This design comes from an exercise in tuning for small area and a short achievable clock period on the open sky130 flow, not from production work.
In this exercise RTL edits were held to simulation tests only and were not proved equivalent to the original.
Power figures rest on the tool's default switching activity, not on a simulated workload.

==> design/flow/design.v <==
`timescale 1ns / 1ps
module fa(input a, b, c, output s, co);
    assign s = a ^ b ^ c;
    assign co = (a & b) | (a & c) | (b & c);
endmodule
module ha(input a, b, output s, co);
    assign s = a ^ b;
    assign co = a & b;
endmodule
module Optimized_Wallace(
    input clk, rst,
    input [15:0] A, B,
    output reg [31:0] PRODUCT
);
    reg [15:0] ra;
    reg rb15;
    reg one0;
    reg two0;
    reg neg0;
    reg one1;
    reg two1;
    reg neg1;
    reg one2;
    reg two2;
    reg neg2;
    reg one3;
    reg two3;
    reg neg3;
    reg one4;
    reg two4;
    reg neg4;
    reg one5;
    reg two5;
    reg neg5;
    reg one6;
    reg two6;
    reg neg6;
    reg one7;
    reg two7;
    reg neg7;
    reg [92:0] r2;
    reg [54:0] r3;
    reg v1, v2, v3;
    wire pp1 = ((one0 & ra[0])) ^ neg0;
    wire pp2 = ((one0 & ra[1]) | (two0 & ra[0])) ^ neg0;
    wire pp3 = ((one0 & ra[2]) | (two0 & ra[1])) ^ neg0;
    wire pp4 = ((one0 & ra[3]) | (two0 & ra[2])) ^ neg0;
    wire pp5 = ((one0 & ra[4]) | (two0 & ra[3])) ^ neg0;
    wire pp6 = ((one0 & ra[5]) | (two0 & ra[4])) ^ neg0;
    wire pp7 = ((one0 & ra[6]) | (two0 & ra[5])) ^ neg0;
    wire pp8 = ((one0 & ra[7]) | (two0 & ra[6])) ^ neg0;
    wire pp9 = ((one0 & ra[8]) | (two0 & ra[7])) ^ neg0;
    wire pp10 = ((one0 & ra[9]) | (two0 & ra[8])) ^ neg0;
    wire pp11 = ((one0 & ra[10]) | (two0 & ra[9])) ^ neg0;
    wire pp12 = ((one0 & ra[11]) | (two0 & ra[10])) ^ neg0;
    wire pp13 = ((one0 & ra[12]) | (two0 & ra[11])) ^ neg0;
    wire pp14 = ((one0 & ra[13]) | (two0 & ra[12])) ^ neg0;
    wire pp15 = ((one0 & ra[14]) | (two0 & ra[13])) ^ neg0;
    wire pp16 = ((one0 & ra[15]) | (two0 & ra[14])) ^ neg0;
    wire pp17 = ((two0 & ra[15])) ^ neg0;
    wire ns18 = ~neg0;
    wire pp19 = ((one1 & ra[0])) ^ neg1;
    wire pp20 = ((one1 & ra[1]) | (two1 & ra[0])) ^ neg1;
    wire pp21 = ((one1 & ra[2]) | (two1 & ra[1])) ^ neg1;
    wire pp22 = ((one1 & ra[3]) | (two1 & ra[2])) ^ neg1;
    wire pp23 = ((one1 & ra[4]) | (two1 & ra[3])) ^ neg1;
    wire pp24 = ((one1 & ra[5]) | (two1 & ra[4])) ^ neg1;
    wire pp25 = ((one1 & ra[6]) | (two1 & ra[5])) ^ neg1;
    wire pp26 = ((one1 & ra[7]) | (two1 & ra[6])) ^ neg1;
    wire pp27 = ((one1 & ra[8]) | (two1 & ra[7])) ^ neg1;
    wire pp28 = ((one1 & ra[9]) | (two1 & ra[8])) ^ neg1;
    wire pp29 = ((one1 & ra[10]) | (two1 & ra[9])) ^ neg1;
    wire pp30 = ((one1 & ra[11]) | (two1 & ra[10])) ^ neg1;
    wire pp31 = ((one1 & ra[12]) | (two1 & ra[11])) ^ neg1;
    wire pp32 = ((one1 & ra[13]) | (two1 & ra[12])) ^ neg1;
    wire pp33 = ((one1 & ra[14]) | (two1 & ra[13])) ^ neg1;
    wire pp34 = ((one1 & ra[15]) | (two1 & ra[14])) ^ neg1;
    wire pp35 = ((two1 & ra[15])) ^ neg1;
    wire ns36 = ~neg1;
    wire pp37 = ((one2 & ra[0])) ^ neg2;
    wire pp38 = ((one2 & ra[1]) | (two2 & ra[0])) ^ neg2;
    wire pp39 = ((one2 & ra[2]) | (two2 & ra[1])) ^ neg2;
    wire pp40 = ((one2 & ra[3]) | (two2 & ra[2])) ^ neg2;
    wire pp41 = ((one2 & ra[4]) | (two2 & ra[3])) ^ neg2;
    wire pp42 = ((one2 & ra[5]) | (two2 & ra[4])) ^ neg2;
    wire pp43 = ((one2 & ra[6]) | (two2 & ra[5])) ^ neg2;
    wire pp44 = ((one2 & ra[7]) | (two2 & ra[6])) ^ neg2;
    wire pp45 = ((one2 & ra[8]) | (two2 & ra[7])) ^ neg2;
    wire pp46 = ((one2 & ra[9]) | (two2 & ra[8])) ^ neg2;
    wire pp47 = ((one2 & ra[10]) | (two2 & ra[9])) ^ neg2;
    wire pp48 = ((one2 & ra[11]) | (two2 & ra[10])) ^ neg2;
    wire pp49 = ((one2 & ra[12]) | (two2 & ra[11])) ^ neg2;
    wire pp50 = ((one2 & ra[13]) | (two2 & ra[12])) ^ neg2;
    wire pp51 = ((one2 & ra[14]) | (two2 & ra[13])) ^ neg2;
    wire pp52 = ((one2 & ra[15]) | (two2 & ra[14])) ^ neg2;
    wire pp53 = ((two2 & ra[15])) ^ neg2;
    wire ns54 = ~neg2;
    wire pp55 = ((one3 & ra[0])) ^ neg3;
    wire pp56 = ((one3 & ra[1]) | (two3 & ra[0])) ^ neg3;
    wire pp57 = ((one3 & ra[2]) | (two3 & ra[1])) ^ neg3;
    wire pp58 = ((one3 & ra[3]) | (two3 & ra[2])) ^ neg3;
    wire pp59 = ((one3 & ra[4]) | (two3 & ra[3])) ^ neg3;
    wire pp60 = ((one3 & ra[5]) | (two3 & ra[4])) ^ neg3;
    wire pp61 = ((one3 & ra[6]) | (two3 & ra[5])) ^ neg3;
    wire pp62 = ((one3 & ra[7]) | (two3 & ra[6])) ^ neg3;
    wire pp63 = ((one3 & ra[8]) | (two3 & ra[7])) ^ neg3;
    wire pp64 = ((one3 & ra[9]) | (two3 & ra[8])) ^ neg3;
    wire pp65 = ((one3 & ra[10]) | (two3 & ra[9])) ^ neg3;
    wire pp66 = ((one3 & ra[11]) | (two3 & ra[10])) ^ neg3;
    wire pp67 = ((one3 & ra[12]) | (two3 & ra[11])) ^ neg3;
    wire pp68 = ((one3 & ra[13]) | (two3 & ra[12])) ^ neg3;
    wire pp69 = ((one3 & ra[14]) | (two3 & ra[13])) ^ neg3;
    wire pp70 = ((one3 & ra[15]) | (two3 & ra[14])) ^ neg3;
    wire pp71 = ((two3 & ra[15])) ^ neg3;
    wire ns72 = ~neg3;
    wire pp73 = ((one4 & ra[0])) ^ neg4;
    wire pp74 = ((one4 & ra[1]) | (two4 & ra[0])) ^ neg4;
    wire pp75 = ((one4 & ra[2]) | (two4 & ra[1])) ^ neg4;
    wire pp76 = ((one4 & ra[3]) | (two4 & ra[2])) ^ neg4;
    wire pp77 = ((one4 & ra[4]) | (two4 & ra[3])) ^ neg4;
    wire pp78 = ((one4 & ra[5]) | (two4 & ra[4])) ^ neg4;
    wire pp79 = ((one4 & ra[6]) | (two4 & ra[5])) ^ neg4;
    wire pp80 = ((one4 & ra[7]) | (two4 & ra[6])) ^ neg4;
    wire pp81 = ((one4 & ra[8]) | (two4 & ra[7])) ^ neg4;
    wire pp82 = ((one4 & ra[9]) | (two4 & ra[8])) ^ neg4;
    wire pp83 = ((one4 & ra[10]) | (two4 & ra[9])) ^ neg4;
    wire pp84 = ((one4 & ra[11]) | (two4 & ra[10])) ^ neg4;
    wire pp85 = ((one4 & ra[12]) | (two4 & ra[11])) ^ neg4;
    wire pp86 = ((one4 & ra[13]) | (two4 & ra[12])) ^ neg4;
    wire pp87 = ((one4 & ra[14]) | (two4 & ra[13])) ^ neg4;
    wire pp88 = ((one4 & ra[15]) | (two4 & ra[14])) ^ neg4;
    wire pp89 = ((two4 & ra[15])) ^ neg4;
    wire ns90 = ~neg4;
    wire pp91 = ((one5 & ra[0])) ^ neg5;
    wire pp92 = ((one5 & ra[1]) | (two5 & ra[0])) ^ neg5;
    wire pp93 = ((one5 & ra[2]) | (two5 & ra[1])) ^ neg5;
    wire pp94 = ((one5 & ra[3]) | (two5 & ra[2])) ^ neg5;
    wire pp95 = ((one5 & ra[4]) | (two5 & ra[3])) ^ neg5;
    wire pp96 = ((one5 & ra[5]) | (two5 & ra[4])) ^ neg5;
    wire pp97 = ((one5 & ra[6]) | (two5 & ra[5])) ^ neg5;
    wire pp98 = ((one5 & ra[7]) | (two5 & ra[6])) ^ neg5;
    wire pp99 = ((one5 & ra[8]) | (two5 & ra[7])) ^ neg5;
    wire pp100 = ((one5 & ra[9]) | (two5 & ra[8])) ^ neg5;
    wire pp101 = ((one5 & ra[10]) | (two5 & ra[9])) ^ neg5;
    wire pp102 = ((one5 & ra[11]) | (two5 & ra[10])) ^ neg5;
    wire pp103 = ((one5 & ra[12]) | (two5 & ra[11])) ^ neg5;
    wire pp104 = ((one5 & ra[13]) | (two5 & ra[12])) ^ neg5;
    wire pp105 = ((one5 & ra[14]) | (two5 & ra[13])) ^ neg5;
    wire pp106 = ((one5 & ra[15]) | (two5 & ra[14])) ^ neg5;
    wire pp107 = ((two5 & ra[15])) ^ neg5;
    wire ns108 = ~neg5;
    wire pp109 = ((one6 & ra[0])) ^ neg6;
    wire pp110 = ((one6 & ra[1]) | (two6 & ra[0])) ^ neg6;
    wire pp111 = ((one6 & ra[2]) | (two6 & ra[1])) ^ neg6;
    wire pp112 = ((one6 & ra[3]) | (two6 & ra[2])) ^ neg6;
    wire pp113 = ((one6 & ra[4]) | (two6 & ra[3])) ^ neg6;
    wire pp114 = ((one6 & ra[5]) | (two6 & ra[4])) ^ neg6;
    wire pp115 = ((one6 & ra[6]) | (two6 & ra[5])) ^ neg6;
    wire pp116 = ((one6 & ra[7]) | (two6 & ra[6])) ^ neg6;
    wire pp117 = ((one6 & ra[8]) | (two6 & ra[7])) ^ neg6;
    wire pp118 = ((one6 & ra[9]) | (two6 & ra[8])) ^ neg6;
    wire pp119 = ((one6 & ra[10]) | (two6 & ra[9])) ^ neg6;
    wire pp120 = ((one6 & ra[11]) | (two6 & ra[10])) ^ neg6;
    wire pp121 = ((one6 & ra[12]) | (two6 & ra[11])) ^ neg6;
    wire pp122 = ((one6 & ra[13]) | (two6 & ra[12])) ^ neg6;
    wire pp123 = ((one6 & ra[14]) | (two6 & ra[13])) ^ neg6;
    wire pp124 = ((one6 & ra[15]) | (two6 & ra[14])) ^ neg6;
    wire pp125 = ((two6 & ra[15])) ^ neg6;
    wire ns126 = ~neg6;
    wire pp127 = ((one7 & ra[0])) ^ neg7;
    wire pp128 = ((one7 & ra[1]) | (two7 & ra[0])) ^ neg7;
    wire pp129 = ((one7 & ra[2]) | (two7 & ra[1])) ^ neg7;
    wire pp130 = ((one7 & ra[3]) | (two7 & ra[2])) ^ neg7;
    wire pp131 = ((one7 & ra[4]) | (two7 & ra[3])) ^ neg7;
    wire pp132 = ((one7 & ra[5]) | (two7 & ra[4])) ^ neg7;
    wire pp133 = ((one7 & ra[6]) | (two7 & ra[5])) ^ neg7;
    wire pp134 = ((one7 & ra[7]) | (two7 & ra[6])) ^ neg7;
    wire pp135 = ((one7 & ra[8]) | (two7 & ra[7])) ^ neg7;
    wire pp136 = ((one7 & ra[9]) | (two7 & ra[8])) ^ neg7;
    wire pp137 = ((one7 & ra[10]) | (two7 & ra[9])) ^ neg7;
    wire pp138 = ((one7 & ra[11]) | (two7 & ra[10])) ^ neg7;
    wire pp139 = ((one7 & ra[12]) | (two7 & ra[11])) ^ neg7;
    wire pp140 = ((one7 & ra[13]) | (two7 & ra[12])) ^ neg7;
    wire pp141 = ((one7 & ra[14]) | (two7 & ra[13])) ^ neg7;
    wire pp142 = ((one7 & ra[15]) | (two7 & ra[14])) ^ neg7;
    wire pp143 = ((two7 & ra[15])) ^ neg7;
    wire ns144 = ~neg7;
    wire pp145 = rb15 & ra[0];
    wire pp146 = rb15 & ra[1];
    wire pp147 = rb15 & ra[2];
    wire pp148 = rb15 & ra[3];
    wire pp149 = rb15 & ra[4];
    wire pp150 = rb15 & ra[5];
    wire pp151 = rb15 & ra[6];
    wire pp152 = rb15 & ra[7];
    wire pp153 = rb15 & ra[8];
    wire pp154 = rb15 & ra[9];
    wire pp155 = rb15 & ra[10];
    wire pp156 = rb15 & ra[11];
    wire pp157 = rb15 & ra[12];
    wire pp158 = rb15 & ra[13];
    wire pp159 = rb15 & ra[14];
    wire pp160 = rb15 & ra[15];
    wire s161, c162;
    fa u_s161 (.a(pp3), .b(pp19), .c(neg1), .s(s161), .co(c162));
    wire s163, c164;
    fa u_s163 (.a(pp5), .b(pp21), .c(pp37), .s(s163), .co(c164));
    wire s165, c166;
    fa u_s165 (.a(pp6), .b(pp22), .c(pp38), .s(s165), .co(c166));
    wire s167, c168;
    fa u_s167 (.a(pp7), .b(pp23), .c(pp39), .s(s167), .co(c168));
    wire s169, c170;
    fa u_s169 (.a(pp8), .b(pp24), .c(pp40), .s(s169), .co(c170));
    wire s171, c172;
    fa u_s171 (.a(pp9), .b(pp25), .c(pp41), .s(s171), .co(c172));
    wire s173, c174;
    fa u_s173 (.a(pp57), .b(pp73), .c(neg4), .s(s173), .co(c174));
    wire s175, c176;
    fa u_s175 (.a(pp10), .b(pp26), .c(pp42), .s(s175), .co(c176));
    wire s177, c178;
    fa u_s177 (.a(pp11), .b(pp27), .c(pp43), .s(s177), .co(c178));
    wire s179, c180;
    fa u_s179 (.a(pp59), .b(pp75), .c(pp91), .s(s179), .co(c180));
    wire s181, c182;
    fa u_s181 (.a(pp12), .b(pp28), .c(pp44), .s(s181), .co(c182));
    wire s183, c184;
    fa u_s183 (.a(pp60), .b(pp76), .c(pp92), .s(s183), .co(c184));
    wire s185, c186;
    fa u_s185 (.a(pp13), .b(pp29), .c(pp45), .s(s185), .co(c186));
    wire s187, c188;
    fa u_s187 (.a(pp61), .b(pp77), .c(pp93), .s(s187), .co(c188));
    wire s189, c190;
    fa u_s189 (.a(pp14), .b(pp30), .c(pp46), .s(s189), .co(c190));
    wire s191, c192;
    fa u_s191 (.a(pp62), .b(pp78), .c(pp94), .s(s191), .co(c192));
    wire s193, c194;
    fa u_s193 (.a(pp15), .b(pp31), .c(pp47), .s(s193), .co(c194));
    wire s195, c196;
    fa u_s195 (.a(pp63), .b(pp79), .c(pp95), .s(s195), .co(c196));
    wire s197, c198;
    fa u_s197 (.a(pp111), .b(pp127), .c(neg7), .s(s197), .co(c198));
    wire s199, c200;
    fa u_s199 (.a(pp16), .b(pp32), .c(pp48), .s(s199), .co(c200));
    wire s201, c202;
    fa u_s201 (.a(pp64), .b(pp80), .c(pp96), .s(s201), .co(c202));
    wire s203, c204;
    ha u_s203 (.a(pp112), .b(pp128), .s(s203), .co(c204));
    wire s205, c206;
    fa u_s205 (.a(pp17), .b(pp33), .c(pp49), .s(s205), .co(c206));
    wire s207, c208;
    fa u_s207 (.a(pp65), .b(pp81), .c(pp97), .s(s207), .co(c208));
    wire s209, c210;
    fa u_s209 (.a(pp113), .b(pp129), .c(pp145), .s(s209), .co(c210));
    wire s211, c212;
    fa u_s211 (.a(neg0), .b(pp34), .c(pp50), .s(s211), .co(c212));
    wire s213, c214;
    fa u_s213 (.a(pp66), .b(pp82), .c(pp98), .s(s213), .co(c214));
    wire s215, c216;
    fa u_s215 (.a(pp114), .b(pp130), .c(pp146), .s(s215), .co(c216));
    wire s217, c218;
    fa u_s217 (.a(neg0), .b(pp35), .c(pp51), .s(s217), .co(c218));
    wire s219, c220;
    fa u_s219 (.a(pp67), .b(pp83), .c(pp99), .s(s219), .co(c220));
    wire s221, c222;
    fa u_s221 (.a(pp115), .b(pp131), .c(pp147), .s(s221), .co(c222));
    wire s223, c224;
    fa u_s223 (.a(ns18), .b(ns36), .c(pp52), .s(s223), .co(c224));
    wire s225, c226;
    fa u_s225 (.a(pp68), .b(pp84), .c(pp100), .s(s225), .co(c226));
    wire s227, c228;
    fa u_s227 (.a(pp116), .b(pp132), .c(pp148), .s(s227), .co(c228));
    wire s229 = ~(pp53 ^ pp69);
    wire c230 = pp53 | pp69;
    wire s231, c232;
    fa u_s231 (.a(pp85), .b(pp101), .c(pp117), .s(s231), .co(c232));
    wire s233, c234;
    ha u_s233 (.a(pp133), .b(pp149), .s(s233), .co(c234));
    wire s235, c236;
    fa u_s235 (.a(ns54), .b(pp70), .c(pp86), .s(s235), .co(c236));
    wire s237, c238;
    fa u_s237 (.a(pp102), .b(pp118), .c(pp134), .s(s237), .co(c238));
    wire s239 = ~(pp71 ^ pp87);
    wire c240 = pp71 | pp87;
    wire s241, c242;
    fa u_s241 (.a(pp103), .b(pp119), .c(pp135), .s(s241), .co(c242));
    wire s243, c244;
    fa u_s243 (.a(ns72), .b(pp88), .c(pp104), .s(s243), .co(c244));
    wire s245, c246;
    fa u_s245 (.a(pp120), .b(pp136), .c(pp152), .s(s245), .co(c246));
    wire s247 = ~(pp89 ^ pp105);
    wire c248 = pp89 | pp105;
    wire s249, c250;
    fa u_s249 (.a(pp121), .b(pp137), .c(pp153), .s(s249), .co(c250));
    wire s251, c252;
    fa u_s251 (.a(ns90), .b(pp106), .c(pp122), .s(s251), .co(c252));
    wire s253 = ~(pp107 ^ pp123);
    wire c254 = pp107 | pp123;
    wire s255, c256;
    fa u_s255 (.a(ns108), .b(pp124), .c(pp140), .s(s255), .co(c256));
    wire s257 = ~(pp125 ^ pp141);
    wire c258 = pp125 | pp141;
    wire s259, c260;
    fa u_s259 (.a(ns126), .b(pp142), .c(pp158), .s(s259), .co(c260));
    wire s261 = ~(pp143 ^ pp159);
    wire c262 = pp143 | pp159;
    wire s263, c264;
    fa u_s263 (.a(c162), .b(pp4), .c(pp20), .s(s263), .co(c264));
    wire s265, c266;
    fa u_s265 (.a(c166), .b(s167), .c(pp55), .s(s265), .co(c266));
    wire s267, c268;
    fa u_s267 (.a(c168), .b(s169), .c(pp56), .s(s267), .co(c268));
    wire s269, c270;
    fa u_s269 (.a(c170), .b(s171), .c(s173), .s(s269), .co(c270));
    wire s271, c272;
    fa u_s271 (.a(c172), .b(c174), .c(s175), .s(s271), .co(c272));
    wire s273, c274;
    fa u_s273 (.a(c176), .b(s177), .c(s179), .s(s273), .co(c274));
    wire s275, c276;
    fa u_s275 (.a(c178), .b(c180), .c(s181), .s(s275), .co(c276));
    wire s277, c278;
    fa u_s277 (.a(c182), .b(c184), .c(s185), .s(s277), .co(c278));
    wire s279, c280;
    fa u_s279 (.a(s187), .b(pp109), .c(neg6), .s(s279), .co(c280));
    wire s281, c282;
    fa u_s281 (.a(c186), .b(c188), .c(s189), .s(s281), .co(c282));
    wire s283, c284;
    ha u_s283 (.a(s191), .b(pp110), .s(s283), .co(c284));
    wire s285, c286;
    fa u_s285 (.a(c190), .b(c192), .c(s193), .s(s285), .co(c286));
    wire s287, c288;
    ha u_s287 (.a(s195), .b(s197), .s(s287), .co(c288));
    wire s289, c290;
    fa u_s289 (.a(c194), .b(c196), .c(c198), .s(s289), .co(c290));
    wire s291, c292;
    fa u_s291 (.a(s199), .b(s201), .c(s203), .s(s291), .co(c292));
    wire s293, c294;
    fa u_s293 (.a(c200), .b(c202), .c(c204), .s(s293), .co(c294));
    wire s295, c296;
    fa u_s295 (.a(s205), .b(s207), .c(s209), .s(s295), .co(c296));
    wire s297, c298;
    fa u_s297 (.a(c206), .b(c208), .c(c210), .s(s297), .co(c298));
    wire s299, c300;
    fa u_s299 (.a(s211), .b(s213), .c(s215), .s(s299), .co(c300));
    wire s301, c302;
    fa u_s301 (.a(c212), .b(c214), .c(c216), .s(s301), .co(c302));
    wire s303, c304;
    fa u_s303 (.a(s217), .b(s219), .c(s221), .s(s303), .co(c304));
    wire s305, c306;
    fa u_s305 (.a(c218), .b(c220), .c(c222), .s(s305), .co(c306));
    wire s307, c308;
    fa u_s307 (.a(s223), .b(s225), .c(s227), .s(s307), .co(c308));
    wire s309, c310;
    fa u_s309 (.a(c224), .b(c226), .c(c228), .s(s309), .co(c310));
    wire s311, c312;
    fa u_s311 (.a(s229), .b(s231), .c(s233), .s(s311), .co(c312));
    wire s313, c314;
    fa u_s313 (.a(c230), .b(c232), .c(c234), .s(s313), .co(c314));
    wire s315, c316;
    fa u_s315 (.a(s235), .b(s237), .c(pp150), .s(s315), .co(c316));
    wire s317, c318;
    fa u_s317 (.a(c236), .b(c238), .c(s239), .s(s317), .co(c318));
    wire s319, c320;
    ha u_s319 (.a(s241), .b(pp151), .s(s319), .co(c320));
    wire s321, c322;
    fa u_s321 (.a(c240), .b(c242), .c(s243), .s(s321), .co(c322));
    wire s323, c324;
    fa u_s323 (.a(c244), .b(c246), .c(s247), .s(s323), .co(c324));
    wire s325, c326;
    fa u_s325 (.a(c248), .b(c250), .c(s251), .s(s325), .co(c326));
    wire s327, c328;
    fa u_s327 (.a(c252), .b(s253), .c(pp139), .s(s327), .co(c328));
    wire s329, c330;
    fa u_s329 (.a(c254), .b(s255), .c(pp156), .s(s329), .co(c330));
    wire s331, c332;
    fa u_s331 (.a(c256), .b(s257), .c(pp157), .s(s331), .co(c332));
    wire s333, c334;
    fa u_s333 (.a(c262), .b(ns144), .c(pp160), .s(s333), .co(c334));
    wire s335, c336;
    fa u_s335 (.a(r2[5]), .b(r2[6]), .c(r2[7]), .s(s335), .co(c336));
    wire s337, c338;
    fa u_s337 (.a(r2[16]), .b(r2[17]), .c(r2[18]), .s(s337), .co(c338));
    wire s339, c340;
    fa u_s339 (.a(r2[20]), .b(r2[21]), .c(r2[22]), .s(s339), .co(c340));
    wire s341, c342;
    fa u_s341 (.a(r2[23]), .b(r2[24]), .c(r2[25]), .s(s341), .co(c342));
    wire s343, c344;
    fa u_s343 (.a(r2[26]), .b(r2[27]), .c(r2[28]), .s(s343), .co(c344));
    wire s345, c346;
    fa u_s345 (.a(r2[29]), .b(r2[30]), .c(r2[31]), .s(s345), .co(c346));
    wire s347, c348;
    fa u_s347 (.a(r2[33]), .b(r2[34]), .c(r2[35]), .s(s347), .co(c348));
    wire s349, c350;
    fa u_s349 (.a(r2[37]), .b(r2[38]), .c(r2[39]), .s(s349), .co(c350));
    wire s351, c352;
    fa u_s351 (.a(r2[41]), .b(r2[42]), .c(r2[43]), .s(s351), .co(c352));
    wire s353, c354;
    fa u_s353 (.a(r2[45]), .b(r2[46]), .c(r2[47]), .s(s353), .co(c354));
    wire s355, c356;
    fa u_s355 (.a(r2[49]), .b(r2[50]), .c(r2[51]), .s(s355), .co(c356));
    wire s357, c358;
    fa u_s357 (.a(r2[53]), .b(r2[54]), .c(r2[55]), .s(s357), .co(c358));
    wire s359, c360;
    fa u_s359 (.a(r2[57]), .b(r2[58]), .c(r2[59]), .s(s359), .co(c360));
    wire s361, c362;
    fa u_s361 (.a(r2[61]), .b(r2[62]), .c(r2[63]), .s(s361), .co(c362));
    wire s363, c364;
    fa u_s363 (.a(r2[65]), .b(r2[66]), .c(r2[67]), .s(s363), .co(c364));
    wire s365, c366;
    fa u_s365 (.a(r2[69]), .b(r2[70]), .c(r2[71]), .s(s365), .co(c366));
    wire s367, c368;
    fa u_s367 (.a(r2[73]), .b(r2[74]), .c(r2[75]), .s(s367), .co(c368));
    wire s369, c370;
    fa u_s369 (.a(r2[76]), .b(r2[77]), .c(r2[78]), .s(s369), .co(c370));
    wire s371, c372;
    fa u_s371 (.a(r2[80]), .b(r2[81]), .c(r2[82]), .s(s371), .co(c372));
    wire s373, c374;
    fa u_s373 (.a(r2[87]), .b(r2[88]), .c(r2[89]), .s(s373), .co(c374));
    wire s375, c376;
    fa u_s375 (.a(c336), .b(r2[8]), .c(r2[9]), .s(s375), .co(c376));
    wire s377, c378;
    ha u_s377 (.a(r2[10]), .b(r2[11]), .s(s377), .co(c378));
    wire s379, c380;
    ha u_s379 (.a(r2[12]), .b(r2[13]), .s(s379), .co(c380));
    wire s381, c382;
    ha u_s381 (.a(r2[14]), .b(r2[15]), .s(s381), .co(c382));
    wire s383, c384;
    ha u_s383 (.a(s337), .b(r2[19]), .s(s383), .co(c384));
    wire s385, c386;
    ha u_s385 (.a(c338), .b(s339), .s(s385), .co(c386));
    wire s387, c388;
    ha u_s387 (.a(c340), .b(s341), .s(s387), .co(c388));
    wire s389, c390;
    ha u_s389 (.a(c342), .b(s343), .s(s389), .co(c390));
    wire s391, c392;
    fa u_s391 (.a(c344), .b(s345), .c(r2[32]), .s(s391), .co(c392));
    wire s393, c394;
    fa u_s393 (.a(c346), .b(s347), .c(r2[36]), .s(s393), .co(c394));
    wire s395, c396;
    fa u_s395 (.a(c348), .b(s349), .c(r2[40]), .s(s395), .co(c396));
    wire s397, c398;
    fa u_s397 (.a(c350), .b(s351), .c(r2[44]), .s(s397), .co(c398));
    wire s399, c400;
    fa u_s399 (.a(c352), .b(s353), .c(r2[48]), .s(s399), .co(c400));
    wire s401, c402;
    fa u_s401 (.a(c354), .b(s355), .c(r2[52]), .s(s401), .co(c402));
    wire s403, c404;
    fa u_s403 (.a(c356), .b(s357), .c(r2[56]), .s(s403), .co(c404));
    wire s405, c406;
    fa u_s405 (.a(c358), .b(s359), .c(r2[60]), .s(s405), .co(c406));
    wire s407, c408;
    fa u_s407 (.a(c360), .b(s361), .c(r2[64]), .s(s407), .co(c408));
    wire s409, c410;
    fa u_s409 (.a(c362), .b(s363), .c(r2[68]), .s(s409), .co(c410));
    wire s411, c412;
    fa u_s411 (.a(c364), .b(s365), .c(r2[72]), .s(s411), .co(c412));
    wire s413, c414;
    ha u_s413 (.a(c366), .b(s367), .s(s413), .co(c414));
    wire s415, c416;
    fa u_s415 (.a(c368), .b(s369), .c(r2[79]), .s(s415), .co(c416));
    wire s417, c418;
    ha u_s417 (.a(c370), .b(s371), .s(s417), .co(c418));
    wire s419, c420;
    fa u_s419 (.a(c372), .b(r2[83]), .c(r2[84]), .s(s419), .co(c420));
    wire s421, c422;
    ha u_s421 (.a(r2[85]), .b(r2[86]), .s(s421), .co(c422));
    wire s423, c424;
    fa u_s423 (.a(c374), .b(r2[90]), .c(r2[91]), .s(s423), .co(c424));
    wire g425, p426;
    ha u_p426 (.a(r2[0]), .b(r2[1]), .s(p426), .co(g425));
    wire g427, p428;
    ha u_p428 (.a(c376), .b(s377), .s(p428), .co(g427));
    wire g429, p430;
    ha u_p430 (.a(c378), .b(s379), .s(p430), .co(g429));
    wire g431, p432;
    ha u_p432 (.a(c380), .b(s381), .s(p432), .co(g431));
    wire g433, p434;
    ha u_p434 (.a(c382), .b(s383), .s(p434), .co(g433));
    wire g435, p436;
    ha u_p436 (.a(c384), .b(s385), .s(p436), .co(g435));
    wire g437, p438;
    ha u_p438 (.a(c386), .b(s387), .s(p438), .co(g437));
    wire g439, p440;
    ha u_p440 (.a(c388), .b(s389), .s(p440), .co(g439));
    wire g441, p442;
    ha u_p442 (.a(c390), .b(s391), .s(p442), .co(g441));
    wire g443, p444;
    ha u_p444 (.a(c392), .b(s393), .s(p444), .co(g443));
    wire g445, p446;
    ha u_p446 (.a(c394), .b(s395), .s(p446), .co(g445));
    wire g447, p448;
    ha u_p448 (.a(c396), .b(s397), .s(p448), .co(g447));
    wire g449, p450;
    ha u_p450 (.a(c398), .b(s399), .s(p450), .co(g449));
    wire g451, p452;
    ha u_p452 (.a(c400), .b(s401), .s(p452), .co(g451));
    wire g453, p454;
    ha u_p454 (.a(c402), .b(s403), .s(p454), .co(g453));
    wire g455, p456;
    ha u_p456 (.a(c404), .b(s405), .s(p456), .co(g455));
    wire g457, p458;
    ha u_p458 (.a(c406), .b(s407), .s(p458), .co(g457));
    wire g459, p460;
    ha u_p460 (.a(c408), .b(s409), .s(p460), .co(g459));
    wire g461, p462;
    ha u_p462 (.a(c410), .b(s411), .s(p462), .co(g461));
    wire g463, p464;
    ha u_p464 (.a(c412), .b(s413), .s(p464), .co(g463));
    wire g465, p466;
    ha u_p466 (.a(c414), .b(s415), .s(p466), .co(g465));
    wire g467, p468;
    ha u_p468 (.a(c416), .b(s417), .s(p468), .co(g467));
    wire g469, p470;
    ha u_p470 (.a(c418), .b(s419), .s(p470), .co(g469));
    wire g471, p472;
    ha u_p472 (.a(c420), .b(s421), .s(p472), .co(g471));
    wire g473, p474;
    ha u_p474 (.a(c422), .b(s373), .s(p474), .co(g473));
    wire g475, p476;
    ha u_p476 (.a(c424), .b(r2[92]), .s(p476), .co(g475));
    wire t477 = p426 | g425;
    wire t478 = p428 | g427;
    wire t479 = p430 | g429;
    wire t480 = p432 | g431;
    wire t481 = p434 | g433;
    wire G482 = 1'b0 | (r2[2] & g425);
    wire P483 = r2[2] & t477;
    wire G484 = 1'b0 | (r2[3] & 1'b0);
    wire P485 = r2[3] & r2[2];
    wire G486 = 1'b0 | (r2[4] & 1'b0);
    wire P487 = r2[4] & r2[3];
    wire G488 = 1'b0 | (s335 & 1'b0);
    wire P489 = s335 & r2[4];
    wire G490 = 1'b0 | (s375 & 1'b0);
    wire P491 = s375 & s335;
    wire G492 = g427 | (t478 & 1'b0);
    wire P493 = t478 & s375;
    wire G494 = g429 | (t479 & g427);
    wire P495 = t479 & t478;
    wire G496 = g431 | (t480 & g429);
    wire P497 = t480 & t479;
    wire G498 = g433 | (t481 & g431);
    wire P499 = t481 & t480;
    wire G500 = G484 | (P485 & g425);
    wire P501 = P485 & t477;
    wire G502 = G486 | (P487 & G482);
    wire P503 = P487 & P483;
    wire G504 = G488 | (P489 & G484);
    wire P505 = P489 & P485;
    wire G506 = G490 | (P491 & G486);
    wire P507 = P491 & P487;
    wire G508 = G492 | (P493 & G488);
    wire P509 = P493 & P489;
    wire G510 = G494 | (P495 & G490);
    wire P511 = P495 & P491;
    wire G512 = G496 | (P497 & G492);
    wire P513 = P497 & P493;
    wire G514 = G498 | (P499 & G494);
    wire P515 = P499 & P495;
    wire G516 = G504 | (P505 & g425);
    wire P517 = P505 & t477;
    wire G518 = G506 | (P507 & G482);
    wire P519 = P507 & P483;
    wire G520 = G508 | (P509 & G500);
    wire P521 = P509 & P501;
    wire G522 = G510 | (P511 & G502);
    wire P523 = P511 & P503;
    wire G524 = G512 | (P513 & G504);
    wire P525 = P513 & P505;
    wire G526 = G514 | (P515 & G506);
    wire P527 = P515 & P507;
    wire G528 = G524 | (P525 & g425);
    wire P529 = P525 & t477;
    wire G530 = G526 | (P527 & G482);
    wire P531 = P527 & P483;
    wire sum532 = p426;
    wire sum533 = r2[2] ^ g425;
    wire sum534 = r2[3] ^ G482;
    wire sum535 = r2[4] ^ G500;
    wire sum536 = s335 ^ G502;
    wire sum537 = s375 ^ G516;
    wire sum538 = p428 ^ G518;
    wire sum539 = p430 ^ G520;
    wire sum540 = p432 ^ G522;
    wire sum541 = p434 ^ G528;
    wire t542 = r3[11] | r3[12];
    wire t543 = r3[13] | r3[14];
    wire t544 = r3[15] | r3[16];
    wire t545 = r3[17] | r3[18];
    wire t546 = r3[19] | r3[20];
    wire t547 = r3[21] | r3[22];
    wire t548 = r3[23] | r3[24];
    wire t549 = r3[25] | r3[26];
    wire t550 = r3[27] | r3[28];
    wire t551 = r3[29] | r3[30];
    wire t552 = r3[31] | r3[32];
    wire t553 = r3[33] | r3[34];
    wire t554 = r3[35] | r3[36];
    wire t555 = r3[37] | r3[38];
    wire t556 = r3[39] | r3[40];
    wire t557 = r3[41] | r3[42];
    wire t558 = r3[43] | r3[44];
    wire t559 = r3[45] | r3[46];
    wire t560 = r3[47] | r3[48];
    wire t561 = r3[49] | r3[50];
    wire t562 = r3[51] | r3[52];
    wire t563 = r3[53] | r3[54];
    wire g564 = r3[12] | (r3[11] & r3[10]);
    wire G565 = r3[14] | (t543 & g564);
    wire P566 = t543 & t542;
    wire G567 = r3[16] | (t544 & r3[14]);
    wire P568 = t544 & t543;
    wire G569 = r3[18] | (t545 & r3[16]);
    wire P570 = t545 & t544;
    wire G571 = r3[20] | (t546 & r3[18]);
    wire P572 = t546 & t545;
    wire G573 = r3[22] | (t547 & r3[20]);
    wire P574 = t547 & t546;
    wire G575 = r3[24] | (t548 & r3[22]);
    wire P576 = t548 & t547;
    wire G577 = r3[26] | (t549 & r3[24]);
    wire P578 = t549 & t548;
    wire G579 = r3[28] | (t550 & r3[26]);
    wire P580 = t550 & t549;
    wire G581 = r3[30] | (t551 & r3[28]);
    wire P582 = t551 & t550;
    wire G583 = r3[32] | (t552 & r3[30]);
    wire P584 = t552 & t551;
    wire G585 = r3[34] | (t553 & r3[32]);
    wire P586 = t553 & t552;
    wire G587 = r3[36] | (t554 & r3[34]);
    wire P588 = t554 & t553;
    wire G589 = r3[38] | (t555 & r3[36]);
    wire P590 = t555 & t554;
    wire G591 = r3[40] | (t556 & r3[38]);
    wire P592 = t556 & t555;
    wire G593 = r3[42] | (t557 & r3[40]);
    wire P594 = t557 & t556;
    wire G595 = r3[44] | (t558 & r3[42]);
    wire P596 = t558 & t557;
    wire G597 = r3[46] | (t559 & r3[44]);
    wire P598 = t559 & t558;
    wire G599 = r3[48] | (t560 & r3[46]);
    wire P600 = t560 & t559;
    wire G601 = r3[50] | (t561 & r3[48]);
    wire P602 = t561 & t560;
    wire G603 = r3[52] | (t562 & r3[50]);
    wire P604 = t562 & t561;
    wire G605 = r3[54] | (t563 & r3[52]);
    wire P606 = t563 & t562;
    wire G607 = G567 | (P568 & g564);
    wire P608 = P568 & t542;
    wire G609 = G569 | (P570 & G565);
    wire P610 = P570 & P566;
    wire G611 = G571 | (P572 & G567);
    wire P612 = P572 & P568;
    wire G613 = G573 | (P574 & G569);
    wire P614 = P574 & P570;
    wire G615 = G575 | (P576 & G571);
    wire P616 = P576 & P572;
    wire G617 = G577 | (P578 & G573);
    wire P618 = P578 & P574;
    wire G619 = G579 | (P580 & G575);
    wire P620 = P580 & P576;
    wire G621 = G581 | (P582 & G577);
    wire P622 = P582 & P578;
    wire G623 = G583 | (P584 & G579);
    wire P624 = P584 & P580;
    wire G625 = G585 | (P586 & G581);
    wire P626 = P586 & P582;
    wire G627 = G587 | (P588 & G583);
    wire P628 = P588 & P584;
    wire G629 = G589 | (P590 & G585);
    wire P630 = P590 & P586;
    wire G631 = G591 | (P592 & G587);
    wire P632 = P592 & P588;
    wire G633 = G593 | (P594 & G589);
    wire P634 = P594 & P590;
    wire G635 = G595 | (P596 & G591);
    wire P636 = P596 & P592;
    wire G637 = G597 | (P598 & G593);
    wire P638 = P598 & P594;
    wire G639 = G599 | (P600 & G595);
    wire P640 = P600 & P596;
    wire G641 = G601 | (P602 & G597);
    wire P642 = P602 & P598;
    wire G643 = G603 | (P604 & G599);
    wire P644 = P604 & P600;
    wire G645 = G605 | (P606 & G601);
    wire P646 = P606 & P602;
    wire G647 = G611 | (P612 & g564);
    wire P648 = P612 & t542;
    wire G649 = G613 | (P614 & G565);
    wire P650 = P614 & P566;
    wire G651 = G615 | (P616 & G607);
    wire P652 = P616 & P608;
    wire G653 = G617 | (P618 & G609);
    wire P654 = P618 & P610;
    wire G655 = G619 | (P620 & G611);
    wire P656 = P620 & P612;
    wire G657 = G621 | (P622 & G613);
    wire P658 = P622 & P614;
    wire G659 = G623 | (P624 & G615);
    wire P660 = P624 & P616;
    wire G661 = G625 | (P626 & G617);
    wire P662 = P626 & P618;
    wire G663 = G627 | (P628 & G619);
    wire P664 = P628 & P620;
    wire G665 = G629 | (P630 & G621);
    wire P666 = P630 & P622;
    wire G667 = G631 | (P632 & G623);
    wire P668 = P632 & P624;
    wire G669 = G633 | (P634 & G625);
    wire P670 = P634 & P626;
    wire G671 = G635 | (P636 & G627);
    wire P672 = P636 & P628;
    wire G673 = G637 | (P638 & G629);
    wire P674 = P638 & P630;
    wire G675 = G639 | (P640 & G631);
    wire P676 = P640 & P632;
    wire G677 = G641 | (P642 & G633);
    wire P678 = P642 & P634;
    wire G679 = G643 | (P644 & G635);
    wire P680 = P644 & P636;
    wire G681 = G645 | (P646 & G637);
    wire P682 = P646 & P638;
    wire G683 = G655 | (P656 & g564);
    wire P684 = P656 & t542;
    wire G685 = G657 | (P658 & G565);
    wire P686 = P658 & P566;
    wire G687 = G659 | (P660 & G607);
    wire P688 = P660 & P608;
    wire G689 = G661 | (P662 & G609);
    wire P690 = P662 & P610;
    wire G691 = G663 | (P664 & G647);
    wire P692 = P664 & P648;
    wire G693 = G665 | (P666 & G649);
    wire P694 = P666 & P650;
    wire G695 = G667 | (P668 & G651);
    wire P696 = P668 & P652;
    wire G697 = G669 | (P670 & G653);
    wire P698 = P670 & P654;
    wire G699 = G671 | (P672 & G655);
    wire P700 = P672 & P656;
    wire G701 = G673 | (P674 & G657);
    wire P702 = P674 & P658;
    wire G703 = G675 | (P676 & G659);
    wire P704 = P676 & P660;
    wire G705 = G677 | (P678 & G661);
    wire P706 = P678 & P662;
    wire G707 = G679 | (P680 & G663);
    wire P708 = P680 & P664;
    wire G709 = G681 | (P682 & G665);
    wire P710 = P682 & P666;
    wire G711 = G699 | (P700 & g564);
    wire P712 = P700 & t542;
    wire G713 = G701 | (P702 & G565);
    wire P714 = P702 & P566;
    wire G715 = G703 | (P704 & G607);
    wire P716 = P704 & P608;
    wire G717 = G705 | (P706 & G609);
    wire P718 = P706 & P610;
    wire G719 = G707 | (P708 & G647);
    wire P720 = P708 & P648;
    wire G721 = G709 | (P710 & G649);
    wire P722 = P710 & P650;
    wire sum723 = r3[11] ^ r3[10];
    wire sum724 = r3[13] ^ g564;
    wire sum725 = r3[15] ^ G565;
    wire sum726 = r3[17] ^ G607;
    wire sum727 = r3[19] ^ G609;
    wire sum728 = r3[21] ^ G647;
    wire sum729 = r3[23] ^ G649;
    wire sum730 = r3[25] ^ G651;
    wire sum731 = r3[27] ^ G653;
    wire sum732 = r3[29] ^ G683;
    wire sum733 = r3[31] ^ G685;
    wire sum734 = r3[33] ^ G687;
    wire sum735 = r3[35] ^ G689;
    wire sum736 = r3[37] ^ G691;
    wire sum737 = r3[39] ^ G693;
    wire sum738 = r3[41] ^ G695;
    wire sum739 = r3[43] ^ G697;
    wire sum740 = r3[45] ^ G711;
    wire sum741 = r3[47] ^ G713;
    wire sum742 = r3[49] ^ G715;
    wire sum743 = r3[51] ^ G717;
    wire sum744 = r3[53] ^ G719;
    wire [31:0] sum = {sum744, sum743, sum742, sum741, sum740, sum739, sum738, sum737, sum736, sum735, sum734, sum733, sum732, sum731, sum730, sum729, sum728, sum727, sum726, sum725, sum724, sum723, r3[9], r3[8], r3[7], r3[6], r3[5], r3[4], r3[3], r3[2], r3[1], r3[0]};
    always @(posedge clk or posedge rst) begin
        if (rst) begin
            v1 <= 1'b0; v2 <= 1'b0; v3 <= 1'b0;
            PRODUCT <= 32'd0;
        end else begin
            v1 <= 1'b1; v2 <= v1; v3 <= v2;
            PRODUCT <= sum & {32{v3}};
        end
    end
    always @(posedge clk) begin
        ra <= A;
        rb15 <= B[15];
        one0 <= B[0] ^ 1'b0;
        two0 <= (B[1] & ~B[0] & ~1'b0) | (~B[1] & B[0] & 1'b0);
        neg0 <= B[1] & ~(B[0] & 1'b0);
        one1 <= B[2] ^ B[1];
        two1 <= (B[3] & ~B[2] & ~B[1]) | (~B[3] & B[2] & B[1]);
        neg1 <= B[3] & ~(B[2] & B[1]);
        one2 <= B[4] ^ B[3];
        two2 <= (B[5] & ~B[4] & ~B[3]) | (~B[5] & B[4] & B[3]);
        neg2 <= B[5] & ~(B[4] & B[3]);
        one3 <= B[6] ^ B[5];
        two3 <= (B[7] & ~B[6] & ~B[5]) | (~B[7] & B[6] & B[5]);
        neg3 <= B[7] & ~(B[6] & B[5]);
        one4 <= B[8] ^ B[7];
        two4 <= (B[9] & ~B[8] & ~B[7]) | (~B[9] & B[8] & B[7]);
        neg4 <= B[9] & ~(B[8] & B[7]);
        one5 <= B[10] ^ B[9];
        two5 <= (B[11] & ~B[10] & ~B[9]) | (~B[11] & B[10] & B[9]);
        neg5 <= B[11] & ~(B[10] & B[9]);
        one6 <= B[12] ^ B[11];
        two6 <= (B[13] & ~B[12] & ~B[11]) | (~B[13] & B[12] & B[11]);
        neg6 <= B[13] & ~(B[12] & B[11]);
        one7 <= B[14] ^ B[13];
        two7 <= (B[15] & ~B[14] & ~B[13]) | (~B[15] & B[14] & B[13]);
        neg7 <= B[15] & ~(B[14] & B[13]);
        r2 <= {s333, s261, c260, s259, c258, c332, s331, c330, s329, c328, pp155, s327, c326, pp154, pp138, s325, c324, s249, s323, c322, s245, s321, c320, c318, s319, s317, c316, c314, s315, s313, c312, c310, s311, s309, c308, c306, s307, s305, c304, c302, s303, s301, c300, c298, s299, s297, c296, c294, s295, s293, c292, c290, s291, s289, c288, c286, s287, s285, c284, c282, s283, s281, c280, c278, s279, s277, c276, s183, s275, c274, neg5, s273, c272, pp74, pp58, s271, c270, s269, c268, s267, c266, neg3, s265, s165, c164, neg2, s163, c264, s263, s161, pp2, neg0, pp1};
        r3 <= {g475, p476, 1'b0, s423, g473, p474, g471, p472, g469, p470, g467, p468, g465, p466, g463, p464, g461, p462, g459, p460, g457, p458, g455, p456, g453, p454, g451, p452, g449, p450, g447, p448, g445, p446, g443, p444, g441, p442, g439, p440, g437, p438, g435, p436, G530, sum541, sum540, sum539, sum538, sum537, sum536, sum535, sum534, sum533, sum532};
    end
endmodule
==> design/flow/run.sh <==
#!/bin/bash
# synth_recipe.tcl (not shown) runs the flow's synth.tcl, then flattens the netlist and writes it again
# the make line also repeats each setting of config.mk as NAME=value (left out here)
make -C /OpenROAD-flow-scripts/flow DESIGN_CONFIG=/design/flow/config.mk WORK_HOME=/design/flow/orfs CLKGATE_MAP_FILE= SYNTH_SCRIPT=/design/flow/synth_recipe.tcl finish
==> design/flow/config.mk <==
export PLATFORM = sky130hd
export DESIGN_NAME = Optimized_Wallace
export DESIGN_NICKNAME = Optimized_Wallace
export VERILOG_FILES = /design/flow/design.v
export SDC_FILE = /design/flow/constraint.sdc
export NUM_CORES = 4
export LEC_CHECK = 0
export CAP_MARGIN = 20
export CORE_MARGIN = 2
export CORE_UTILIZATION = 40
export CTS_BUF_LIST = sky130_fd_sc_hd__clkbuf_16
export CTS_CLUSTER_DIAMETER = 100
export CTS_CLUSTER_SIZE = 25
export SLEW_MARGIN = 20
export SYNTH_HIERARCHICAL = 1
export SYNTH_MINIMUM_KEEP_SIZE = 0
export TNS_END_PERCENT = 0
==> design/flow/constraint.sdc <==
create_clock -name core_clock -period 3.0 [get_ports {clk}]
set_input_delay 0.6000 -clock core_clock [delete_from_list [all_inputs] [get_ports {clk}]]
set_output_delay 0.6000 -clock core_clock [all_outputs]
set_load 0.01 [all_outputs]
==> results.toml, run 1 <==
[outcome]
status = "complete, no violations"

[final_layout]
diodes = 0
fill_cells = 2627
drive_above_1_share_pct = 4.626
nNetsFinal = 1212
fin_cells = 1394
final_area_um2 = 12860
utilization_pct = 45.91
synthToLayoutAreaGrowth_pct = 12.28

[job]
maxCapViolations = 0

[worst_hold_path]
min_to = "v3"
hp-class = "reg2reg"
hold_path_depth = 0
hold_start = "v2"

[synth]
synth_nets = 1190
synth_mux_area_share_pct = 0.6992
synth_simple_gate_area_share_pct = 6.424
synth_area_um2 = 11450
yosysSeqAreaShare_pct = 40.34
synth_compound_area_share_pct = 11.82
synth_edf_count = 0
synth_top_family_by_area = "adder cells"
synthCells = 989
ys.flop_type = "dfxtp_1"
synth_xor_area_share_pct = 11.62
avgSynthCellArea_um2 = 11.58
yosys_warnings = 7
yosysUniqueCellTypes = 45
synth-seq-cells = 222
async_reset_ff_share_pct = 15.77
synth-adder-area-share_pct = 25.52

[critical_path]
crit_chain = "a22oi_1 -> xnor2_1 -> fa_1 -> fa_1"
r2r_slack_ps = 560
critPathCaptureType = "register"
slowest_delay_ps = 830
crit_family = "adder cells"
path_class = "reg2reg"
arrival_ps = 2790
reg2regPathDepth = 4
path_buf_inv = 0
worst_path_max_delay_cell = "dfxtp_1"
r2r-start = "one4"
r2r_end = "r2[56]"
worstPathRequired_ps = 3350
startpoint_type = "register"
cp_max_fo = 16
path_common_cell = "fa_1"

[clock_network]
htree_levels = 1
cts_buffer_depth = 3
clock_latency_ps = 470
post-cts-setup-buffer-count = 0
cts_resized = 0
tritoncts = "built"
clkSinkCount = 222
cts_root_buf = "clkbuf_16"
clk_pin_slew_ps = 100
cts_inserted_buffers = 13
holdBufCountCts = 0

[pwr]
p_comb_share_pct = 42.2
ir_drop_mv = 0.3639
switching_power_mw = 4.136
finalPower_mw = 11.64
power.density_nw_per_um2 = 905.4
p_clk_share_pct = 16.1
power_frac_seq_pct = 41.8
p_sw_share_pct = 35.53
p_int_mw = 7.506
power_leakage_nw = 5.112

[timing]
clock_skew_ps = 20.02
setup_ws_ps = 557.0
final_hold_viol_count = 0
max_freq_mhz = 409.3
setup-tns-final_ps = 0
grt_setup_unrepaired = "no"
hold_slack_ps = 352.8
drv_slew = 0
fin_crit_sh_pct = 81.43
report.final.setup_viol = 0
slew_headroom_pct = 46.06
worst_pin_slew_ps = 808.0
finalCriticalPeriod_ps = 2443

[grt]
track_usage_pct = 16.24
grt_pass1_vias = 7103
grt_start_max_net_pins = 36
grt_pass1_wl_mm = 39.91
grt-ovfl-total = 0
antenna_found_initial = 0

[placed_design]
preCtsSetupSlack_ps = 602.6
dpl_cell_area_um2 = 12460
hpwl_mm = 17.18
dp.cells = 1374
gp_congestion = 0.8552
io_buffer_count = 65

[route]
drt-pass1-iter-count = 5
vias = 6958
drtIter0Drc = 563
ant_nets = 0
finalWirelength_mm = 23.85
drc_errors = 0
avgRoutedWirePerCell_um = 17.11
vias_per_cell = 4.991

[floorplanning]
rows = 61
start_util_pct = 40.89
core_area_um2 = 28010
num_io_pins = 66
fp.dieH_um = 173.2
die-area_um2 = 30000
die_x_um = 173.2
==> synth_stat cells (2+ instances only) <==
master,n,area (um2)
a21o_1,8,60.06
a21oi_1,18,90.09
a221o_1,3,30.03
a22oi_1,120,900.9
a31oi_1,2,12.51
and2_1,28,175.2
and3_1,2,12.51
buf_1,3,11.26
clkbuf_1,82,307.8
dfrtp_1,35,875.8
dfxtp_1,187,3744
fa_1,111,2222
ha_1,56,700.7
inv_1,23,86.33
mux2i_1,8,80.08
nand2_1,33,123.9
nand2b_1,17,106.4
nand3_1,6,30.03
nand3b_1,7,52.55
nor2_1,24,90.09
nor2b_1,10,62.56
nor3_1,9,45.04
o211ai_1,3,22.52
o21ai_0,17,85.08
o22ai_1,7,43.79
xnor2_1,147,1287
xor2_1,5,43.79
==> modules after synthesis, one instance, submodules excluded <==
| module | copies in the design | cells | flip-flops and latches |
|---|---|---|---|
| ha | 41 | 1 | 0 |
| fa | 111 | 1 | 0 |
| Optimized_Wallace | 1 | 837 | 222 |
==> metal layers <==
| metal | global-route usage (%) | up-vias | part of all wire [%] |
|---|---|---|---|
| li1 | - | 3356 | - |
| met1 | 24.95 | 3338 | 50 |
| met2 | 24.45 | 243 | 43 |
| met3 | 2.001 | 21 | 6.5 |
| met4 | 3.460 | 0 | 1.3 |
| met5 | 0 | - | 0 |
==> logic make-up (layout without fill, tap and decap cells) <==
| group | after synthesis | in the layout |
|---|---|---|
| AOI/OAI and AO/OA | 190 | 190 |
| xor gates and xnor gates | 152 | 152 |
| adders and majority gates | 167 | 167 |
| buffers and inverters | 108 | 135 |
| DFF | 222 | 222 |
| muxes | 8 | 8 |
| other | 1 | 1 |
| and+or+nand+nor | 141 | 141 |
==> state kept, by name, summed over array words and instances, names as in the netlist, 16 cells and up <==
register  cells
r3           53
ra           16
PRODUCT      32
r2           93
==> layout make-up <==
cell class / count / area, um2 / share of cell area [%]
Clock buffer: 13 / 325.3 / 2.530
Clock inverter: 7 / 73.82 / 0.5741
Inverter: 23 / 86.33 / 0.6714
Multi-Input combinational cell: 659 / 6427 / 49.99
Sequential cell: 222 / 4619 / 35.92
Tap cell: 378 / 473.0 / 3.678
Timing Repair Buffer: 92 / 853.3 / 6.636
==> worst register-to-register path: cells and delay by family, from the launching register on <==
kind | cells | cell delay (ps)
adders and majority gates | 2 | 1010
AOI/OAI and AO/OA | 1 | 220
DFF | 1 | 830
xor gates and xnor gates | 1 | 270
==> placed cells by master, fill, tap and decap left out, types with 2 or more instances in the layout <==
master,n
dfxtp_1,187
xnor2_1,147
a22oi_1,120
fa_1,111
clkdlybuf4s50_1,65
ha_1,56
dfrtp_1,35
nand2_1,33
and2_1,28
inv_1,27
buf_4,27
nor2_1,24
a21oi_1,18
o21ai_0,17
nand2b_1,17
clkbuf_16,13
nor2b_1,10
nor3_1,9
a21o_1,8
mux2i_1,8
o22ai_1,7
nand3b_1,7
nand3_1,6
xor2_1,5
a221o_1,3
o211ai_1,3
a31oi_1,2
and3_1,2
==> power by group through the flow <==
| stage | logic (mW) | clock network (mW) | registers (mW) |
|---|---|---|---|
| finish | 4.91 | 1.87 | 4.86 |
| global route | 5.84 | 2.07 | 5.00 |
| CTS | 5.00 | 1.96 | 4.86 |
| detailed placement | 4.95 | 0 | 4.94 |
| global placement | 4.85 | 0 | 4.91 |
| floorplan | 3.46 | 0 | 4.72 |
==> how the worst max path moves through the flow <==
stage	startpoint	to	slack, ps	depth (start not counted)
floorplan	neg0	r2[10]	460	5
global placement	one4	r2[60]	610	4
detailed placement	one4	r2[56]	600	4
CTS	one4	r2[56]	590	4
global route	one1	r2[40]	460	4
finish	one4	r2[56]	560	4
==> run 2: changes to the inputs <==
--- a/design/flow/config.mk
+++ b/design/flow/config.mk
@@ -11,6 +11,7 @@
 export CTS_BUF_LIST = sky130_fd_sc_hd__clkbuf_16
 export CTS_CLUSTER_DIAMETER = 100
 export CTS_CLUSTER_SIZE = 25
+export SETUP_SLACK_MARGIN = 1.4
 export SLEW_MARGIN = 20
 export SYNTH_HIERARCHICAL = 1
 export SYNTH_MINIMUM_KEEP_SIZE = 0
==> run 2 against run 1 <==
Against the previous run:
- die area unchanged
- worst setup slack better by 400 ps
- largest cell class unchanged
- flip-flop and latch count unchanged
- global-route usage grew 1.0 points
- sequential share of layout area shrank 1.6 points
- maximum frequency increased by 20%
- cell count up 1.5%
- sequential power shrank 1%
- first-iteration DRC count down 22%
- clock power about the same
- largest power group unchanged
- synthesized cell count stayed put
- highest routed layer unchanged
- synthesized area stayed put
- still clean on timing, DRC and antenna
==> results.toml, run 2 <==
[outcome]
status = "complete, no violations"

[final_layout]
ff_latch_area_um2 = 4648
mostFrequentLayoutCells = "174 x dfxtp_1, 142 x xnor2_1, 108 x fa_1"
largest_register_ffs = 93
synthToLayoutAreaGrowth_pct = 18.33
drive_above_1_share_pct = 15.14
fill_cells = 2541
regMostFlops = "r2"
diodes = 0
nNetsFinal = 1233
final_area_um2 = 13550
utilization_pct = 48.38
layout_commonest_cell = "dfxtp_1"
multi_input_area_um2 = 6830
reg_top3 = "r2 x93, r3 x53, PRODUCT x32"

[critical_path]
path_common_cell = "fa_1"
arrival_ps = 2400
worstPathRequired_ps = 3360
startpoint_type = "register"
r2r-start = "ra[10]"
r2r_slack_ps = 960
path_class = "reg2reg"
slowest_delay_ps = 480
r2r_end = "r2[60]"
crit_chain = "buf_8 -> a22oi_1 -> xnor2_1 -> fa_1 -> fa_1"
reg2regPathDepth = 5
worst_path_max_delay_cell = "fa_1"
cp_max_fo = 17
crit_family = "adder cells"
path_buf_inv = 1
critPathCaptureType = "register"

[worst_hold_path]
hold_start = "v1"
hold_path_depth = 0
min_to = "v2"
hp-class = "reg2reg"

[timing]
slew_headroom_pct = 66.38
fin_crit_sh_pct = 67.97
grt_setup_unrepaired = "yes"
clock_skew_ps = 39.39
final_hold_viol_count = 0
drv_slew = 0
report.final.setup_viol = 0
setup_ws_ps = 960.8
setup-tns-final_ps = 0
hold_slack_ps = 365.5
max_freq_mhz = 490.4
finalCriticalPeriod_ps = 2039
worst_pin_slew_ps = 491.6

[clock_network]
cts_inserted_buffers = 13
holdBufCountCts = 0
clock_latency_ps = 510
tritoncts = "built"
htree_levels = 1
cts_root_buf = "clkbuf_16"
clkSinkCount = 222
clk_pin_slew_ps = 110
cts_buffer_depth = 3

[floorplanning]
start_util_pct = 40.89
num_io_pins = 66
die-area_um2 = 30000
fp.dieH_um = 173.2
rows = 61
die_x_um = 173.2
core_area_um2 = 28010

[synth]
synth-seq-cells = 222
synthCells = 989
yosysSeqAreaShare_pct = 40.34
synth_nets = 1190
avgSynthCellArea_um2 = 11.58
yosys.cell_count.top_type = "dfxtp_1"
ys.flop_type = "dfxtp_1"
synth_common_cells = "187 x dfxtp_1, 147 x xnor2_1, 120 x a22oi_1"
async_reset_ff_share_pct = 15.77
yosysUniqueCellTypes = 45
yosys.area.top_type = "dfxtp_1"
synth_edf_count = 0
synthTopCellsByArea = "dfxtp_1 33%, fa_1 19%, xnor2_1 11%"
synth_area_um2 = 11450
yosys.area.top_type_share_pct = 32.69
yosys_warnings = 7

[route]
drc_errors = 0
finalWirelength_mm = 25.24
vias = 7113
ant_nets = 0
avgRoutedWirePerCell_um = 17.84
drt-pass1-iter-count = 5
drtIter0Drc = 441
vias_per_cell = 5.027

[grt]
grt_pass1_wl_mm = 41.80
grt-ovfl-total = 0
track_usage_pct = 17.24
grt_start_max_net_pins = 36
grt_pass1_vias = 7464
antenna_found_initial = 0

[pwr]
power.density_nw_per_um2 = 879.8
power_leakage_nw = 5.297
ir_drop_mv = 0.3500

[placed_design]
gp_congestion = 0.8275
hpwl_mm = 17.79
dpl_cell_area_um2 = 12900
preCtsSetupSlack_ps = 797.7
io_buffer_count = 65

[job]
maxCapViolations = 0
run 2: cell counts after synthesis:
Identical to the previous run, type by type.
run 2: modules after synthesis, one instance, submodules excluded:
module / flip-flops and latches / copies in the design
Optimized_Wallace: 222 / 1
fa: 0 / 111
ha: 0 / 41
run 2: cells by family after synthesis:
family	after synthesis	synth area share, %
DFF	222	40.34
AOI/OAI and AO/OA	190	11.82
adders and majority gates	167	25.52
xor gates and xnor gates	152	11.62
and+or+nand+nor	141	6.424
buffers and inverters	108	3.540
muxes	8	0.6993
other	1	0.03274
run 2: worst max-delay path by stage:
stage / start / endpoint / depth (start not counted)
after CTS: r2[5] / r3[8] / 7
after floorplan: ra[6] / r2[28] / 6
after detailed placement: two5 / r2[48] / 5
after global routing: r3[10] / PRODUCT[23] / 7
final: ra[10] / r2[60] / 5
after global placement: neg6 / r2[39] / 5
run 2: layer usage:
metal | global-route usage, % | up-vias | share of wire [%]
met3 | 3.298 | 22 | 6.2
li1 | - | 3400 | -
met1 | 25.23 | 3478 | 49
met4 | 3.531 | 0 | 1.4
met2 | 26.65 | 213 | 44
met5 | 0 | - | 0
run 2: worst register-to-register path, cell delays in order (launching register included):
cell and delay, ps:
dfxtp_1 370, buf_8 200, a22oi_1 140, xnor2_1 230, fa_1 480, fa_1 480
run 2: report_power, final:
part           switching, mW  internal (mW)  leakage [nW]
Combinational           2.61           2.66          3.07
Sequential             0.683           4.12          2.02
Clock                   1.03          0.826         0.203
run 2: stage by stage:
stage	std cells	total power, mW
5_1_grt	1415	13.12
3_5_place_dp	1391	10.01
3_3_place_gp	1391	9.871
2_1_floorplan	989	8.375
6_report	1415	11.92
4_1_cts	1412	11.98
run 2: cell type report:
cell class              count  area share (%)
inverters                  23          0.6371
well taps                 378           3.490
multi-input cells         659           50.40
clock buffers              13           2.401
flip-flops and latches    222           34.30
clock inverters             7          0.4432
repair buffers            113           8.328
run 2: what timing repair did:
action,in CTS,in global routing
resized for setup,29,35
endpoints found under the setup margin,161,165
pin swaps,10,11
setup buffers,1,3
==> run 3: changes to the inputs <==
==> design/flow/flow/run.sh (new file) <==
#!/bin/bash
# The standard layout (the standard.sh: ORFS synthesis through finish),
# with the port buffers made of sky130_fd_sc_hd__buf_1 instead of the
# resizer's default pick.  Every tool's output goes to a log in this folder
# (make's own output to flow_make.log, ORFS's per-step logs under orfs/logs).
set -euo pipefail
export BUFFER_PORTS_ARGS="-buffer_cell sky130_fd_sc_hd__buf_1"
bash standard.sh finish > flow_make.log 2>&1
==> design/flow/standard.sh (new file) <==
#!/bin/bash
# synth_recipe.tcl (not shown) runs the flow's synth.tcl, then flattens the netlist and writes it again
# the make line also repeats each setting of config.mk as NAME=value (left out here)
make -C /OpenROAD-flow-scripts/flow DESIGN_CONFIG=/design/flow/config.mk WORK_HOME=/design/flow/orfs CLKGATE_MAP_FILE= SYNTH_SCRIPT=/design/flow/synth_recipe.tcl "${@:-finish}"
removed: design/flow/run.sh
==> run 3 against run 2 <==
Against the previous run:
- still clean
- non-clock buffer count rose by 4
- maximum frequency fell by 1.0%
- combinational power fell by 4.6%
- worst hold slack got worse by 190 ps
- cell area fell by 2.7%
- cell count rose by 0.21%
- flip-flop and latch count did not move
- die area did not move
- register-to-register slack got worse by 20 ps
- wire length fell by 0.46%
- clock-buffer cell count did not move
- critical endpoint is now r2[24]
- largest power group unchanged
==> results.toml, run 3 <==
[outcome]
status = "complete, no violations"

[floorplanning]
start_util_pct = 40.89
num_io_pins = 66
core_area_um2 = 28010
fp.dieH_um = 173.2
die_x_um = 173.2
die-area_um2 = 30000
rows = 61

[timing]
clock_skew_ps = 16.28
report.final.setup_viol = 0
setup-tns-final_ps = 0
worst_pin_slew_ps = 555.8
drv_slew = 0
final_hold_viol_count = 0
grt_setup_unrepaired = "yes"
setup_ws_ps = 940.1
max_freq_mhz = 485.5
finalCriticalPeriod_ps = 2060
fin_crit_sh_pct = 68.66
hold_slack_ps = 172.8
slew_headroom_pct = 62.90

[synth]
yosysUniqueCellTypes = 45
yosys_warnings = 7
ys.flop_type = "dfxtp_1"
yosysSeqAreaShare_pct = 40.34
synthCells = 989
synth_edf_count = 0
synth_nets = 1190
async_reset_ff_share_pct = 15.77
synth_common_cells = "187 x dfxtp_1, 147 x xnor2_1, 120 x a22oi_1"
yosys.cell_count.top_type = "dfxtp_1"
yosys.area.top_type_share_pct = 32.69
synth-seq-cells = 222
synthTopCellsByArea = "dfxtp_1 33%, fa_1 19%, xnor2_1 11%"
synth_area_um2 = 11450
avgSynthCellArea_um2 = 11.58
yosys.area.top_type = "dfxtp_1"

[grt]
antenna_found_initial = 0
grt_pass1_vias = 7336
track_usage_pct = 17.08
grt_pass1_wl_mm = 41.22
grt-ovfl-total = 0
grt_start_max_net_pins = 36

[final_layout]
regMostFlops = "r2"
nNetsFinal = 1237
fill_cells = 2582
drive_above_1_share_pct = 15.96
fin_cells = 1418
utilization_pct = 47.09
layout_commonest_cell = "dfxtp_1"
mostFrequentLayoutCells = "170 x dfxtp_1, 140 x xnor2_1, 108 x fa_1"
largest_register_ffs = 93
synthToLayoutAreaGrowth_pct = 15.19
diodes = 0
final_area_um2 = 13190
reg_top3 = "r2 x93, r3 x53, PRODUCT x32"

[critical_path]
cp_max_fo = 17
path_class = "reg2reg"
arrival_ps = 2390
worstPathRequired_ps = 3330
critPathCaptureType = "register"
startpoint_type = "register"

[clock_network]
tritoncts = "built"
clock_latency_ps = 470
clkSinkCount = 222
clk_pin_slew_ps = 100
htree_levels = 1
cts_root_buf = "clkbuf_16"
cts_inserted_buffers = 13
cts_buffer_depth = 3

[placed_design]
preCtsSetupSlack_ps = 723.6
dpl_cell_area_um2 = 12510
gp_congestion = 0.8227
io_buffer_count = 65
hpwl_mm = 17.80
dp.cells = 1393

[worst_hold_path]
hp-class = "in2async"

[route]
vias = 7028
finalWirelength_mm = 25.13
drt-pass1-iter-count = 4
avgRoutedWirePerCell_um = 17.72
drtIter0Drc = 404
ant_nets = 0
drc_errors = 0
vias_per_cell = 4.956

[pwr]
finalPower_mw = 11.63
power.density_nw_per_um2 = 881.5
ir_drop_mv = 0.4192
power_leakage_nw = 5.157

[job]
maxCapViolations = 0
## run 3: cell count changes in the layout (fill, tap and decap cells not counted), moves of 4 or more
cell,before,now
buf_6,26,19
dfxtp_1,174,170
buf_1,0,65
clkdlybuf4s50_1,65,0
dfxtp_2,8,13
buf_4,20,28
## run 3: logic make-up after synthesis
kind of cell	after synthesis	share of synthesized area [%]
flip-flops	222	40.34
AO/OA/AOI/OAI	190	11.82
adder cells (fa/ha/maj)	167	25.52
XOR/XNOR	152	11.62
AND/OR/NAND/NOR	141	6.424
buffers and inverters	108	3.540
multiplexers	8	0.6993
other	1	0.03274
## run 3: Yosys stat by module (local to each module, per instance)
module | cells inside | copies in the design
fa | 1 | 111
ha | 1 | 41
Optimized_Wallace | 837 | 1
## run 3: critical path, cell delays in order, from the launching register on
cell,delay (ps)
dfxtp_1,330
buf_6,230
a22oi_1,150
xnor2_1,240
fa_1,490
fa_1,500
## run 3: layout make-up
type / instances / area (um2) / share of cell area, %
multi-input cells: 659 / 6850 / 51.93
flip-flops and latches: 222 / 4651 / 35.26
repair buffers: 117 / 758.2 / 5.748
well taps: 378 / 473.0 / 3.585
clock buffers: 13 / 325.3 / 2.466
inverters: 23 / 86.33 / 0.6545
clock inverters: 6 / 47.55 / 0.3604
## run 3: timing repair
item | 4_1_cts | 5_1_grt
hold buffers | 0 | 0
pin swaps | 15 | 8
buffers inserted | 5 | 1
resized for setup | 45 | 25
endpoints found under the setup margin | 135 | 157
## run 3: layer usage
metal  track usage (%)  vias up  routed length, um
met2             26.18      183              10820
li1                  -     3403                  -
met4             4.520        0                437
met1             24.75     3418              12260
met3             3.276       24               1603
met5                 0        -                  0
## run 3: path summary, 6_finish.rpt
| path | from | end | slack (ps) | cells past startpoint |
|---|---|---|---|---|
| max in group asynchronous | rst | PRODUCT[28] | 2510 | 3 |
| hold / removal | rst | PRODUCT[3] | 170 | 3 |
| setup reg to reg | ra[6] | r2[24] | 940 | 5 |
| hold reg to reg | v1 | v2 | 360 | 0 |
| min in group core_clock | A[12] | ra[12] | 210 | 1 |
| setup / recovery | ra[6] | r2[24] | 940 | 5 |
## run 3: where the power goes
part	switching [mW]	internal (mW)	total, mW	leakage (nW)
Sequential	0.696	4.12	4.81	2.02
Clock	0.976	0.814	1.79	0.194
Combinational	2.59	2.43	5.03	2.94

separate check: timing with driven ports:
No port has a modelled driver above. Below, the same layouts with a new extraction and two added sets of constraints.
Step 1: set_driving_cell puts a clkbuf_16 on clk and a buf_2 on each other input, an assumption about the parent block.
Step 2, shift: input delay + t, output delay - t, t = (earliest + latest rising clock arrival at the registers) / 2. This alone moves slack from input paths to output paths.
Slacks: no drivers / after step 1 / after step 2; pairs: no drivers / after step 1.
run	shift t [ns]	setup WS [ns]	hold WS [ns]
run 1	0.511	0.557 / 0.557 / 0.557	0.353 / 0.353 / 0.353
run 2	0.536	0.961 / 0.961 / 0.961	0.365 / 0.365 / 0.365
run 3	0.518	0.940 / 0.940 / 0.940	0.173 / 0.141 / 0.359
After both steps every run listed still meets setup and hold.
